Background: an optimization exercise with open tools, aiming at small area. Do not read the settings as production practice. Only simulation tests tie the RTL to the original design; equivalence was not proved. Power and IR drop assume default switching activity.

Setup of old:
==> flow/design.v (excerpt) <==
module game(
    input wire [1:0] mode,
    input wire CLK,  
    input wire rst,  
    input wire [7:0] keycode,  
    input wire switch,
    input wire animate,  
    input wire [9:0] x,  
    input wire [8:0] y,  
    output reg [3:0] VGA_R,  
    output reg [3:0] VGA_G,  
    output reg [3:0] VGA_B,  
    output wire [2:0] endgame,  
    output wire [8:0] lives1,lives2
    );
Settings: LEC_CHECK=0, ABC_AREA=1, CAP_MARGIN=20, CORE_MARGIN=2, CORE_UTILIZATION=40, CTS_BUF_LIST=sky130_fd_sc_hd__clkbuf_4, CTS_CLUSTER_DIAMETER=50, CTS_CLUSTER_SIZE=8, SLEW_MARGIN=20; clock period 10.0 ns.
standard.sh (not shown) runs the stock make flow with config.mk's settings and CLKGATE_MAP_FILE= SYNTH_SCRIPT=/design/flow/synth_recipe.tcl, a recipe that flattens the netlist after the stock synthesis.
==> flow/flow/run.sh <==
#!/bin/bash
# Own layout flow: the standard flow (standard.sh) with two changes:
# synthesis maps with an area-oriented ABC script (flow/abc.script), and the
# port buffers that global placement inserts on every input and output are
# sky130_fd_sc_hd__buf_1.  Every other step is the standard one.
set -euo pipefail
W=$(pwd)
sed "s|SYNTH_SCRIPT=[^ ]*|SYNTH_SCRIPT=$W/flow/synth.tcl|" standard.sh > own_standard.sh
grep -q "SYNTH_SCRIPT=$W/flow/synth.tcl" own_standard.sh
export FLOW_ABC_SCRIPT=$W/flow/abc.script
export BUFFER_PORTS_ARGS="-buffer_cell sky130_fd_sc_hd__buf_1"
bash own_standard.sh > flow_make.log 2>&1
==> flow/flow/abc.script <==
strash
&get -n
&deepsyn -T 60
&dch -f
&nf -a
&put
mfs3 -ae
==> flow/flow/synth.tcl <==
# The standard synthesis script (synth_recipe.tcl), with two changes: every
# ABC call uses the area-oriented script named by FLOW_ABC_SCRIPT instead of
# ORFS's, which upsizes and buffers for a 10 ps delay target; and the
# half/full adder extraction is skipped, so ABC maps that logic too.
# Registers are untouched by both, so their number, names and cells stay the
# standard ones.
proc synth {args} { yosys synth -nofsm -noshare {*}$args }
proc abc {args} {
  set i [lsearch -exact $args -script]
  if {$i >= 0} { lset args [expr {$i + 1}] $::env(FLOW_ABC_SCRIPT) }
  yosys abc {*}$args
}
proc extract_fa {args} { puts "extract_fa skipped" }
source $::env(SCRIPTS_DIR)/synth.tcl
# left out here: clear keep_hierarchy, flatten, clean up, hide names made inside functions, write 1_2_yosys.v
old reached the final stage; the timing, DRC and antenna checks on its layout passed.
> inputs changed (old -> new)
-- flow/config.mk --
<<< old, line 11
export CORE_UTILIZATION = 40
export CTS_BUF_LIST = sky130_fd_sc_hd__clkbuf_4
export CTS_CLUSTER_DIAMETER = 50
export CTS_CLUSTER_SIZE = 8
export SLEW_MARGIN = 20
>>> new, line 11
export CORE_UTILIZATION = 40
export CTS_BUF_LIST = sky130_fd_sc_hd__clkbuf_16
export CTS_CLUSTER_DIAMETER = 120
export CTS_CLUSTER_SIZE = 28
export SLEW_MARGIN = 20
### Flow results
Against old as the reference, new delivers a lower final cell count. Clock period minus worst slack: lower on old. The critical path depth in new sits 1 below the value recorded for old. Between new and old, the fraction of the mapped netlist area in compound gates does not differ in any meaningful way. new and old ended up with roughly the same multi-input gate share of the layout cell area. Delta (new minus old): met3 layer wire length in the routed design dropped 18%, synthesis-to-finish area growth decreased 0.18 points, share of total power in the clock network saw a decrease. Looking at depth of the most critical reg-to-reg path across old and new, the one that comes out higher is old. new vs old: maximum frequency down by a few percent.

* * *

game, a different RTL version from the one above (not shown whole).
Size in the first run: about 66 I/O pins.
==> flow/design.v (excerpt) <==
module game(
    input wire [1:0] mode,
    input wire CLK,  
    input wire rst,  
    input wire [7:0] keycode,  
    input wire switch,
    input wire animate,  
    input wire [9:0] x,  
    input wire [8:0] y,  
    output reg [3:0] VGA_R,  
    output reg [3:0] VGA_G,  
    output reg [3:0] VGA_B,  
    output wire [2:0] endgame,  
    output wire [8:0] lives1,lives2
    );
export LEC_CHECK = 0
export ABC_AREA = 1
export CAP_MARGIN = 20
export CORE_MARGIN = 2
export CORE_UTILIZATION = 40
export CTS_BUF_LIST = sky130_fd_sc_hd__clkbuf_8
export CTS_CLUSTER_DIAMETER = 80
export CTS_CLUSTER_SIZE = 16
export SLEW_MARGIN = 20
create_clock -name core_clock -period 10.0 [get_ports {CLK}]
==> flow/flow/run.sh <==
#!/bin/bash
# Own layout flow: the standard flow (standard.sh) with a different ABC
# script in synthesis; every later step is the standard one.
set -euo pipefail
W=$(pwd)
sed "s|SYNTH_SCRIPT=[^ ]*|SYNTH_SCRIPT=$W/flow/synth.tcl|" standard.sh > own_standard.sh
grep -q "SYNTH_SCRIPT=$W/flow/synth.tcl" own_standard.sh
export FLOW_ABC_SCRIPT=$W/flow/abc.script
bash own_standard.sh > flow_make.log 2>&1
==> flow/flow/abc.script <==
strash
&get -n
&deepsyn -T 60
&dch -f
&nf -a
&put
==> flow/flow/synth.tcl <==
# The standard synthesis script (synth_recipe.tcl), with one change: every
# ABC call uses the area-oriented script named by FLOW_ABC_SCRIPT instead of
# ORFS's, which upsizes and buffers for a 10 ps delay target.  Registers are
# untouched by ABC, so their number, names and cells stay the standard ones.
proc synth {args} { yosys synth -nofsm -noshare {*}$args }
proc abc {args} {
  set i [lsearch -exact $args -script]
  if {$i >= 0} { lset args [expr {$i + 1}] $::env(FLOW_ABC_SCRIPT) }
  yosys abc {*}$args
}
source $::env(SCRIPTS_DIR)/synth.tcl
# left out here: clear keep_hierarchy, flatten, clean up, hide names made inside functions, write 1_2_yosys.v
Then changed:
--- a/flow/flow/run.sh
+++ b/flow/flow/run.sh
@@ -8,2 +8,3 @@
 export FLOW_ABC_SCRIPT=$W/flow/abc.script
+export BUFFER_PORTS_ARGS="-buffer_cell sky130_fd_sc_hd__buf_1"
 bash own_standard.sh > flow_make.log 2>&1
The changed run produced a clean layout.
Power rises slightly.
Die area does not change.
Critical path depth is unchanged.
Clock-buffer cell count does not change.
Routed wire length rises slightly.
Non-clock buffer count rises by 2.
Cell count stays flat.
Clock skew rises by 12 ps.
First-iteration DRC count rises by a little under a tenth.
Then changed:
==> flow/run.sh (new file) <==
#!/bin/bash
# synth_recipe.tcl (not shown) runs the flow's synth.tcl, then flattens the netlist and writes it again
# the make line also repeats each setting of config.mk as NAME=value (left out here)
make -C /OpenROAD-flow-scripts/flow DESIGN_CONFIG=/design/flow/config.mk WORK_HOME=/design/flow/orfs CLKGATE_MAP_FILE= SYNTH_SCRIPT=/design/flow/synth_recipe.tcl finish
--- a/flow/config.mk
+++ b/flow/config.mk
@@ -11,5 +11,2 @@
 export CORE_UTILIZATION = 40
-export CTS_BUF_LIST = sky130_fd_sc_hd__clkbuf_8
-export CTS_CLUSTER_DIAMETER = 80
-export CTS_CLUSTER_SIZE = 16
 export SLEW_MARGIN = 20
removed: flow/flow/run.sh
removed: flow/flow/abc.script
removed: flow/flow/synth.tcl
removed: flow/standard.sh
After rerunning:
- The new run went through all stages and came out clean
- global-route usage is higher by 0.14 points
- worst setup slack got worse by 130 ps
- cell count is higher by 31%
- first-iteration DRC count decreases by 7.4%
- critical path depth goes up by 2
- total power went up by 30%
- combinational power is higher by 32%

* * *

## run C
game, a different RTL version from the one above (not shown whole).
Size: about 250 flip-flops, roughly 13,000 µm² of cells after synthesis.
clock: 10.0 ns
lec_check: 0
abc_area: 1
cap_margin: 20
core_margin: 2
core_utilization: 40
cts_buf_list: sky130_fd_sc_hd__clkbuf_8
cts_cluster_diameter: 80
cts_cluster_size: 16
slew_margin: 20
==> flow/flow/run.sh <==
#!/bin/bash
# Own layout flow: the standard flow (standard.sh) with two changes:
# synthesis maps with an area-oriented ABC script (flow/abc.script), and the
# port buffers that global placement inserts on every input and output are
# sky130_fd_sc_hd__buf_1.  Every other step is the standard one.
set -euo pipefail
W=$(pwd)
sed "s|SYNTH_SCRIPT=[^ ]*|SYNTH_SCRIPT=$W/flow/synth.tcl|" standard.sh > own_standard.sh
grep -q "SYNTH_SCRIPT=$W/flow/synth.tcl" own_standard.sh
export FLOW_ABC_SCRIPT=$W/flow/abc.script
export BUFFER_PORTS_ARGS="-buffer_cell sky130_fd_sc_hd__buf_1"
bash own_standard.sh > flow_make.log 2>&1
==> flow/flow/abc.script <==
strash
&get -n
&deepsyn -T 60
&dch -f
&nf -a
&put
==> flow/flow/synth.tcl <==
# The standard synthesis script (synth_recipe.tcl), with two changes: every
# ABC call uses the area-oriented script named by FLOW_ABC_SCRIPT instead of
# ORFS's, which upsizes and buffers for a 10 ps delay target; and the
# half/full adder extraction is skipped, so ABC maps that logic too.
# Registers are untouched by both, so their number, names and cells stay the
# standard ones.
proc synth {args} { yosys synth -nofsm -noshare {*}$args }
proc abc {args} {
  set i [lsearch -exact $args -script]
  if {$i >= 0} { lset args [expr {$i + 1}] $::env(FLOW_ABC_SCRIPT) }
  yosys abc {*}$args
}
proc extract_fa {args} { puts "extract_fa skipped" }
source $::env(SCRIPTS_DIR)/synth.tcl
# left out here: clear keep_hierarchy, flatten, clean up, hide names made inside functions, write 1_2_yosys.v
--- input diff run C..run D ---
==> flow/flow/abc.script <==
strash
&get -n
&deepsyn -T 60
&dch -f
&nf -a
&put
mfs3 -ae
--- outcome ---
Number of multi-input combinational cells down 20 in run D wrt run C. Between run D and run C, the total nets after synthesis does not differ in any meaningful way. Instance count along the most critical hold path came out exactly the same in run C and run D. Going from run C to run D, power consumption shrank slightly. In run D, die area is lower than in run C. Sort run C and run D by total wirelength of the detailed-routed design asc -> top: run D. Number of nets in the final layout across run C and run D: no real change. Summary of run D over run C: post-layout worst setup margin moved down; fraction of power spent switching nets moved down; peak clock frequency supported by timing moved down.

* * *

## build 25
game with an RTL version that a note above also has.
Size: ~2,200 cells after synthesis, ~250 flip-flops, roughly 0.015 mm² of cells after synthesis.
make LEC_CHECK=0 ABC_AREA=1 CAP_MARGIN=20 CORE_MARGIN=2 CORE_UTILIZATION=40 CTS_BUF_LIST=sky130_fd_sc_hd__clkbuf_8 CTS_CLUSTER_DIAMETER=80 CTS_CLUSTER_SIZE=16 SLEW_MARGIN=20 finish   # period 10.0 ns
run.sh (not shown) runs the stock make flow with config.mk's settings and CLKGATE_MAP_FILE= SYNTH_SCRIPT=/design/flow/synth_recipe.tcl, a recipe that flattens the netlist after the stock synthesis.
Stock flow here: none of the scripts above is used.
Build 25 finished all stages; the layout is clean.
> inputs changed (build 25 -> trial 35)
==> flow/flow/run.sh (new file) <==
#!/bin/bash
# Own layout flow: the standard flow (standard.sh) with two changes:
# synthesis maps with an area-oriented ABC script (flow/abc.script), and the
# port buffers that global placement inserts on every input and output are
# sky130_fd_sc_hd__buf_1.  Every other step is the standard one.
set -euo pipefail
W=$(pwd)
sed "s|SYNTH_SCRIPT=[^ ]*|SYNTH_SCRIPT=$W/flow/synth.tcl|" standard.sh > own_standard.sh
grep -q "SYNTH_SCRIPT=$W/flow/synth.tcl" own_standard.sh
export FLOW_ABC_SCRIPT=$W/flow/abc.script
export BUFFER_PORTS_ARGS="-buffer_cell sky130_fd_sc_hd__buf_1"
bash own_standard.sh > flow_make.log 2>&1
==> flow/flow/abc.script (new file) <==
strash
&get -n
&deepsyn -T 60
&dch -f
&nf -a
&put
==> flow/flow/synth.tcl (new file) <==
# The standard synthesis script (synth_recipe.tcl), with one change: every
# ABC call uses the area-oriented script named by FLOW_ABC_SCRIPT instead of
# ORFS's, which upsizes and buffers for a 10 ps delay target.  Registers are
# untouched by ABC, so their number, names and cells stay the standard ones.
proc synth {args} { yosys synth -nofsm -noshare {*}$args }
proc abc {args} {
  set i [lsearch -exact $args -script]
  if {$i >= 0} { lset args [expr {$i + 1}] $::env(FLOW_ABC_SCRIPT) }
  yosys abc {*}$args
}
source $::env(SCRIPTS_DIR)/synth.tcl
# left out here: clear keep_hierarchy, flatten, clean up, hide names made inside functions, write 1_2_yosys.v
==> flow/standard.sh (new file) <==
#!/bin/bash
# synth_recipe.tcl (not shown) runs the flow's synth.tcl, then flattens the netlist and writes it again
# the make line also repeats each setting of config.mk as NAME=value (left out here)
make -C /OpenROAD-flow-scripts/flow DESIGN_CONFIG=/design/flow/config.mk WORK_HOME=/design/flow/orfs CLKGATE_MAP_FILE= SYNTH_SCRIPT=/design/flow/synth_recipe.tcl "${@:-finish}"
removed: flow/run.sh
## What came out
Most common cell after layout, fill and taps aside: sky130_fd_sc_hd__dfxtp_1 -> trial 35, sky130_fd_sc_hd__nand2_1 -> build 25. Going from build 25 to trial 35, fmax went up, final area went down, portion of the clock cycle consumed by the worst path in the final layout went down, multi-input combinational area share went up, first-pass detailed-route iteration total went up. Against build 25 as the reference, trial 35 delivers a higher count of clock-buffer cells in the layout.

afterwards: timing with drivers on the ports:
No port has a modelled driver above. Below, the same layouts with a new extraction and two added sets of constraints.
Step 1, drivers: a clkbuf_16 drives CLK and a buf_2 each remaining input, both assumed.
Step 2, shift: input delay + t, output delay - t, t = (earliest + latest rising clock arrival at the registers) / 2. This alone moves slack from input paths to output paths.
a / b / c = ideal / step 1 / step 2; a / b = the first two.
run	t (ns)	setup slack, ns	clock arrival spread, ns	slew at the worst register clock pin (ns)
old	0.713	4.997 / 4.995 / 4.282	0.076 / 0.077	0.10 / 0.10
new	0.548	4.860 / 4.883 / 4.335	0.034 / 0.033	0.12 / 0.12
the first run of note 2	0.601	4.691 / 4.712 / 4.111	0.031 / 0.031	0.12 / 0.12
the second run of note 2	0.597	5.101 / 5.124 / 4.527	0.034 / 0.033	0.11 / 0.11
the third run of note 2	0.602	4.970 / 4.992 / 4.390	0.015 / 0.016	0.07 / 0.07
run C	0.613	5.329 / 5.353 / 4.740	0.030 / 0.030	0.11 / 0.11
run D	0.583	5.048 / 5.074 / 4.490	0.041 / 0.041	0.11 / 0.11
build 25	0.595	4.970 / 4.990 / 4.395	0.029 / 0.029	0.11 / 0.11
trial 35	0.597	5.101 / 5.124 / 4.527	0.034 / 0.033	0.11 / 0.11
After both steps setup and hold are still met in every run listed. For old, which loses most, drivers alone change the setup slack by -0.002 ns; drivers and shift together by -0.715 ns.
